This design comes from an exercise in tuning for small area, a short achievable clock period and few clock cycles per item on the open sky130 flow, not from production work. Only simulation tests tie the RTL to the original design; equivalence was not proved.

== v56 ==
## biriscv_divider
module biriscv_divider
(
     input           clk_i
    ,input           rst_i
    ,input           opcode_valid_i
    ,input  [ 31:0]  opcode_opcode_i
    ,input  [ 31:0]  opcode_pc_i
    ,input           opcode_invalid_i
    ,input  [  4:0]  opcode_rd_idx_i
    ,input  [  4:0]  opcode_ra_idx_i
    ,input  [  4:0]  opcode_rb_idx_i
    ,input  [ 31:0]  opcode_ra_operand_i
    ,input  [ 31:0]  opcode_rb_operand_i
    ,output          writeback_valid_o
    ,output [ 31:0]  writeback_value_o
);
Settings: LEC_CHECK=0, CAP_MARGIN=20, CORE_MARGIN=2, CORE_UTILIZATION=40, CTS_BUF_LIST=sky130_fd_sc_hd__clkbuf_4 sky130_fd_sc_hd__clkbuf_8, SETUP_SLACK_MARGIN=1.25, SLEW_MARGIN=20; clock period 7.0 ns.
standard.sh (not shown) runs the stock make flow with config.mk's settings and CLKGATE_MAP_FILE= SYNTH_SCRIPT=/design/flow/synth_recipe.tcl, a recipe that flattens the netlist after the stock synthesis.
==> flow/flow/run.sh <==
#!/bin/bash
# Standard layout, with plain buffers (buf_1) on the ports instead of the
# default delay cells; repair resizes them where timing needs it.
set -euo pipefail
export BUFFER_PORTS_ARGS="-buffer_cell sky130_fd_sc_hd__buf_1"
bash standard.sh > standard.log 2>&1
Testbench counts of v56, summed over its fixed seeds: cycles 19,868, ops 4,800.
Setup changes, v56 to v35
- an added CORE_ASPECT_RATIO of 0.6
- a deleted CTS_BUF_LIST that had been sky130_fd_sc_hd__clkbuf_4 sky130_fd_sc_hd__clkbuf_8
## What came out
v35 ended up with a lower hold slack than v56 did.
v35 against v56: met1 track demand over resource in global routing increased by 8.6 points relative to the old numbers, wire length of the first global-routing pass increased by 9.3% relative to the old numbers.
The lower clock latency on the worst-skew pair came out of v35.
Slew at the pin closest to its max-slew limit sits higher in v35 than in v56.
Of v35 and v56, the run reporting the higher amount of wire on met2 after detailed routing was v56.
Lower via count of the first global-routing pass goes to v56 over v35.
Design area grows by a few percent when moving from v56 to v35.
Inputs modified between v35 and v44:
- removing CORE_ASPECT_RATIO (formerly 0.6)
diff --git a/flow/flow/run.sh b/flow/flow/run.sh
--- a/flow/flow/run.sh
+++ b/flow/flow/run.sh
@@ -4,3 +4,4 @@
 set -euo pipefail
 export BUFFER_PORTS_ARGS="-buffer_cell sky130_fd_sc_hd__buf_1"
+export RECOVER_POWER=100
 bash standard.sh > standard.log 2>&1
[summary]
- Although it ran to completion, v44 produced a layout that fails the final checks because of max-capacitance violations, max-slew violations.
- Compared v44 vs v35, and global-route usage is down in v44.
- Across both runs, critical path depth was higher for v44 than for v35.
- Compared with v35, v44 ends up with less cell area.
- v44 vs. v35: final cell utilization of the core now sits lower, worst hold slack now sits at about the same level.
## Diff of input files: v49 against v44
- setting TNS_END_PERCENT to 5 for the first time
diff --git a/flow/flow/run.sh b/flow/flow/run.sh
--- a/flow/flow/run.sh
+++ b/flow/flow/run.sh
@@ -4,4 +4,3 @@
 set -euo pipefail
 export BUFFER_PORTS_ARGS="-buffer_cell sky130_fd_sc_hd__buf_1"
-export RECOVER_POWER=100
 bash standard.sh > standard.log 2>&1
--- outcome ---
v49 went all the way through the flow, and no timing, DRC or antenna check failed.
Relative to v44, the first-pass GRT wire length of v49 is lower by 600 um.
v49 vs v44 on routed metal-1 wire length: v49 is the lower one.
Looking at final cell utilization of the core across v49 and v44, the one that comes out lower is v44.
Compared v49 vs v44, and data arrival time of the worst path is down in v49.
The most common library cell in the layout ignoring fill and taps comes out sky130_fd_sc_hd__o21ai_0 in one run and sky130_fd_sc_hd__nand2_1 in the other, namely in v44 and v49 respectively.
Via count delta (v44 -> v49): insignificant
The count of cell types in the netlist on v44 is in line with that on v49.
On final routed wirelength across all metal layers, v49 and v44 are basically level.
Here is what was changed in the inputs of v41 compared with v49.
- a deleted TNS_END_PERCENT that had been 5
diff --git a/flow/flow/run.sh b/flow/flow/run.sh
--- a/flow/flow/run.sh
+++ b/flow/flow/run.sh
@@ -4,3 +4,4 @@
 set -euo pipefail
 export BUFFER_PORTS_ARGS="-buffer_cell sky130_fd_sc_hd__buf_1"
+export RECOVER_POWER=50
 bash standard.sh > standard.log 2>&1
[summary]
- Of v49 and v41, only v49 finishes the flow clean.
- v41 ran in full, but the layout does not pass; the checks complain about max-capacitance violations, max-slew violations.
- v41 vs. v49: met3 track demand over resource in global routing fell by 0.94 points; via count of the first global-routing pass held steady.
- Compared with v49, in v41 clock network contribution to total cell area shows no meaningful change, core utilization fell by 0.32 points, final layout net count saw little to no change, number of buffer and inverter stages on the critical path now smaller, wire length of the first global-routing pass now sits higher.
### v41 -> v18
diff --git a/flow/flow/run.sh b/flow/flow/run.sh
--- a/flow/flow/run.sh
+++ b/flow/flow/run.sh
@@ -4,4 +4,3 @@
 set -euo pipefail
 export BUFFER_PORTS_ARGS="-buffer_cell sky130_fd_sc_hd__buf_1"
-export RECOVER_POWER=50
 bash standard.sh > standard.log 2>&1
==> run summary <==
v18 reached the final stage; the timing, DRC and antenna checks on its layout passed.
v41 -> v18: final count of hold timing violations delta 0, exact match
Compared with v41, v18 shows a higher data required time of the worst path.
On wire length, v18 and v41 are basically level.
Delta (v18 minus v41): sequential share of layout area did not really move; number of sequential cells ~0 delta; achievable frequency +about 4%.
Of v18 and v41, it is v18 that has the higher setup slack after layout.

==> port drivers added, routing unchanged <==
Ports are ideal in the flow. The routed layouts listed here were re-timed in OpenROAD.
Step 1: set_driving_cell puts a clkbuf_16 on clk_i and a buf_2 on each other input, an assumption about the parent block.
Step 2 also shifts input and output timing later by t, the mid clock arrival at the registers, as if the neighbouring blocks saw the same clock.
a / b / c = no drivers / after step 1 / after step 2; a / b = the first two.
run | t (ns) | slack for setup (ns) | worst register clock-pin slew, ns
v56 | 0.407 | 1.455 / 1.465 / 1.057 | 0.12 / 0.12
v35 | 0.404 | 1.418 / 1.418 / 1.050 | 0.09 / 0.09
v44 | 0.388 | 0.944 / 0.961 / 0.573 | 0.08 / 0.08
v49 | 0.383 | 1.439 / 1.451 / 1.078 | 0.08 / 0.08
v41 | 0.389 | 1.209 / 1.224 / 0.836 | 0.08 / 0.08
v18 | 0.388 | 1.445 / 1.461 / 1.073 | 0.08 / 0.08
The setup slack of v56, which loses most, moves by +0.010 ns with the drivers and by -0.398 ns with both steps.
